This design comes from an exercise in tuning for small area and a short achievable clock period on the open sky130 flow, not from production work. RTL that was checked went through simulation tests only; none was proved equivalent to the original.

== the previous run ==
## top
module top #(parameter m = 7) (
    input clk,
    input signed [m-1:0] noise_in,
    output reg signed [2*m-1:0] filter_out
);
Size in the first run: about 120 flip-flops, ~22 I/O pins.
Settings: LEC_CHECK=0, CAP_MARGIN=20, CORE_MARGIN=2, CORE_UTILIZATION=60, CTS_BUF_LIST=sky130_fd_sc_hd__clkbuf_4, SLEW_MARGIN=20, SYNTH_HIERARCHICAL=1; clock period 10.0 ns.
standard.sh (not shown) runs the stock make flow with config.mk's settings and CLKGATE_MAP_FILE= SYNTH_SCRIPT=/design/flow/synth_recipe.tcl, a recipe that flattens the netlist after the stock synthesis.
==> flow/flow/run.sh <==
#!/bin/bash
# The standard ORFS layout with these changes:
# * the port buffers are buf_4 cells instead of the delay buffer that
#   buffer_ports picks by default (about half a nanosecond on every input);
# * from clock-tree synthesis on, the standard repair_timing steps aim for
#   6.95 ns of setup slack, resizing and swapping pins only, so that the few
#   paths from the input port get larger gates; the constraints (10 ns clock,
#   2 ns input and output delays) are unchanged;
# * clock-tree synthesis inserts no dummy loads (cells that only add load to
#   balance the tree: about 200 um2 of this small design's area);
# * after floorplanning, logic cells that synthesis gave a drive strength
#   above 1 are set back to drive 1 (flow/downsize.tcl); repair upsizes them
#   again where needed.
set -euo pipefail
export BUFFER_PORTS_ARGS="-buffer_cell sky130_fd_sc_hd__buf_4"
export CTS_ARGS="-sink_clustering_enable -repair_clock_nets -buf_list sky130_fd_sc_hd__clkbuf_4 -dont_use_dummy_load"
bash standard.sh floorplan > standard_floorplan.log 2>&1
ODB=orfs/results/sky130hd/top/base/2_floorplan.odb openroad -no_init -exit flow/downsize.tcl > downsize.log 2>&1
bash standard.sh place > standard_place.log 2>&1
export SETUP_SLACK_MARGIN=6.95
export SETUP_MOVE_SEQUENCE=sizeup,swap
bash standard.sh finish > standard_finish.log 2>&1
==> flow/flow/downsize.tcl <==
# After floorplanning: every logic cell that synthesis mapped to a drive
# strength above 1 becomes the drive-1 cell of the same function; the later
# repair steps upsize again wherever slew, load or timing call for it.
set odb $::env(ODB)
read_db $odb
set db [ord::get_db]
set n 0
foreach inst [[ord::get_db_block] getInsts] {
  set m [[$inst getMaster] getName]
  if {[regexp {^(sky130_fd_sc_hd__(a21oi|o21ai|nor2b|nand2b|nor2|nand2|xor2|xnor2|inv|a21o|o21a|and2|or2|and2b))_([2-9]|1[0-9])$} $m -> base]} {
    set small [$db findMaster ${base}_1]
    if {$small ne "NULL" && $small ne ""} {
      if {[$inst swapMaster $small]} { incr n }
    }
  }
}
puts "downsized $n cells"
write_db $odb
What the current run does differently from the previous run at the input level:
-- flow/design.v --
<<< the previous run, line 47
endmodule
module early (input [13:0] s, input [11:0] c, output [13:0] pb);
    wire e1c, e2s, e2c, e3s, e3c, e4s, e4c, e5s, e5c, e6s, e6c, e7s;
    wire e7c, e8s, e8c, e9s, e9c, e10s, e10c, e11s, e11c, e12s, e12c, e13;
    wire e14, e15, e16, e17, e18, e19, e20, e21, e22, e23, e24, e25;
    wire e26, e27, e28, e29, e30, e31, e32, e33, e34, e35, e36, e37;
    wire e38, e39, e40, e41, e42;
    ha i1 (s[0], c[0], pb[0], e1c);
    ha i2 (s[1], c[1], e2s, e2c);
    ha i3 (s[2], c[2], e3s, e3c);
>>> the current run, line 47
endmodule
module early (input [13:0] s, input [11:0] c, output [13:0] pb);
    wire e1s, e1c, e2s, e2c, e3s, e3c, e4s, e4c, e5s, e5c, e6s, e6c;
    wire e7s, e7c, e8s, e8c, e9s, e9c, e10s, e10c, e11s, e11c, e12s, e12c;
    wire e13, e14, e15, e16, e17, e18, e19, e20, e21, e22, e23, e24;
    wire e25, e26, e27, e28, e29, e30, e31, e32, e33, e34, e35, e36;
    wire e37, e38, e39, e40, e41, e42;
    ha i1 (s[0], c[0], e1s, e1c);
    ha i2 (s[1], c[1], e2s, e2c);
    ha i3 (s[2], c[2], e3s, e3c);
<<< the previous run, line 94
    g_inv i41 (e31, e41);
    g_a21oi i42 (e12s, e41, e12c, e42);
    g_xor2 i44 (e2s, e1c, pb[1]);
    g_xor2 i45 (e3s, e13, pb[2]);
>>> the current run, line 94
    g_inv i41 (e31, e41);
    g_a21oi i42 (e12s, e41, e12c, e42);
    g_xor2 i43 (e1s, 1'b0, pb[0]);
    g_xor2 i44 (e2s, e1c, pb[1]);
    g_xor2 i45 (e3s, e13, pb[2]);
<<< the previous run, line 111
    wire w1, w3, w4, w5, w7, w8, w9, w10, w11, w12, w13, w14;
    wire w15, w16, w17, w18, w19, w20, w21, w22, w23, w24, w25, w26;
    wire w27, w28, w29, w30, w31, w32, w33, w34, w36, w37, w38, w39;
    wire w40, w41, w42, w43, w44, w45, w46, w47, w48, w49, w50, w51;
    wire w52, w53, w54, w55, w56, w57, w58, w59, w60, w61, w62, w63;
    wire w64, w65, w66, w67, w68, w69, w70, w71, w72, w73, w74, w75;
    wire w76, w77, w78, w79, w80, w81, w82, w83, w83d, w93, w95, w96;
    wire w98, w99, w100, w102, w103, w104, w105, w107;
    g_nand2 i1 (pb[0], xr[0], w1);
    g_xor2 i2 (pb[0], xr[0], y[0]);
>>> the current run, line 112
    wire w1, w3, w4, w5, w7, w8, w9, w10, w11, w12, w13, w14;
    wire w15, w16, w17, w18, w19, w20, w21, w22, w23, w24, w25, w26;
    wire w27, w28, w29, w30, w31, w32, w33, w34, w35, w36, w37, w38;
    wire w39, w40, w41, w42, w43, w44, w45, w46, w47, w48, w49, w50;
    wire w51, w52, w53, w54, w55, w56, w57, w58, w59, w60, w61, w62;
    wire w63, w64, w65, w66, w67, w68, w69, w70, w71, w72, w73, w74;
    wire w75, w76, w77, w78, w79, w80, w81, w82, w83, w83d, w93, w95;
    wire w96, w98, w99, w100, w102, w103, w104, w105, w107;
    g_nand2 i1 (pb[0], xr[0], w1);
    g_xor2 i2 (pb[0], xr[0], y[0]);
<<< the previous run, line 151
    g_nor2 i33 (w9, w7, w33);
    g_xnor2 i34 (pb[2], w7, w34);
    g_xnor2 i35 (w34, w8, y[2]);
    g_nand2 i36 (w13, w11, w36);
    g_nor2 i37 (w13, w11, w37);
>>> the current run, line 152
    g_nor2 i33 (w9, w7, w33);
    g_xnor2 i34 (pb[2], w7, w34);
    g_xnor2 i35 (w34, w8, w35);
    g_nand2 i36 (w13, w11, w36);
    g_nor2 i37 (w13, w11, w37);
<<< the previous run, line 200
    g_o21ai i82 (w75, w71, w74, w82);
    g_o21ai i83 (w77, w71, w76, w83);
    g_xnor2 i85 (w39, w32, y[3]);
    g_xor2 i86 (w43, w61, y[4]);
>>> the current run, line 201
    g_o21ai i82 (w75, w71, w74, w82);
    g_o21ai i83 (w77, w71, w76, w83);
    g_xor2 i84 (w35, 1'b0, y[2]);
    g_xnor2 i85 (w39, w32, y[3]);
    g_xor2 i86 (w43, w61, y[4]);
--- outcome ---
- The current run completed end to end with timing, DRC and antenna clean.
- | overall track demand over capacity in global routing | the current run vs the previous run | 0.53 points lower |
- On the current run: first-pass GRT wire length is about 3.4% lower than what the previous run gave.
- Compare the previous run and the current run | length of routed met3 wiring higher: the previous run
- In the current run the xor-xnor portion of the synthesized cell area turned out 0.26 points higher than in the previous run.
- The current run -> the previous run: setup TNS delta 0, exact match
- Routed wire length: the previous run and the current run compared, lower one is the current run
- As of the current run, area of combinational cells with multiple inputs had risen slightly compared to the previous run.
Function not checked in the previous run: the RTL went through the layout flow alone.

## re-timing with driven ports
The results above use ideal ports. As a check the final layouts listed here were re-extracted and re-timed, cells and wires unchanged. Step 1 assumes that a clkbuf_16 drives the clock port and a buf_2 every other input. Step 2 times the ports against the registers' clock, not the clock port: input delays grow and output delays shrink by t, the midpoint of the rising clock arrivals with the driver on. a / b / c = no drivers / after step 1 / after step 2; a / b = the first two.
run	t, ns	setup WS [ns]	worst slew at a driven data input, ns
the previous run	0.520	6.972 / 6.978 / 6.457	0.04
the current run	0.506	6.977 / 6.983 / 6.477	0.03
After both steps every run listed still meets setup and hold. For the previous run, which loses most, drivers alone change the setup slack by +0.006 ns; drivers and shift together by -0.515 ns.
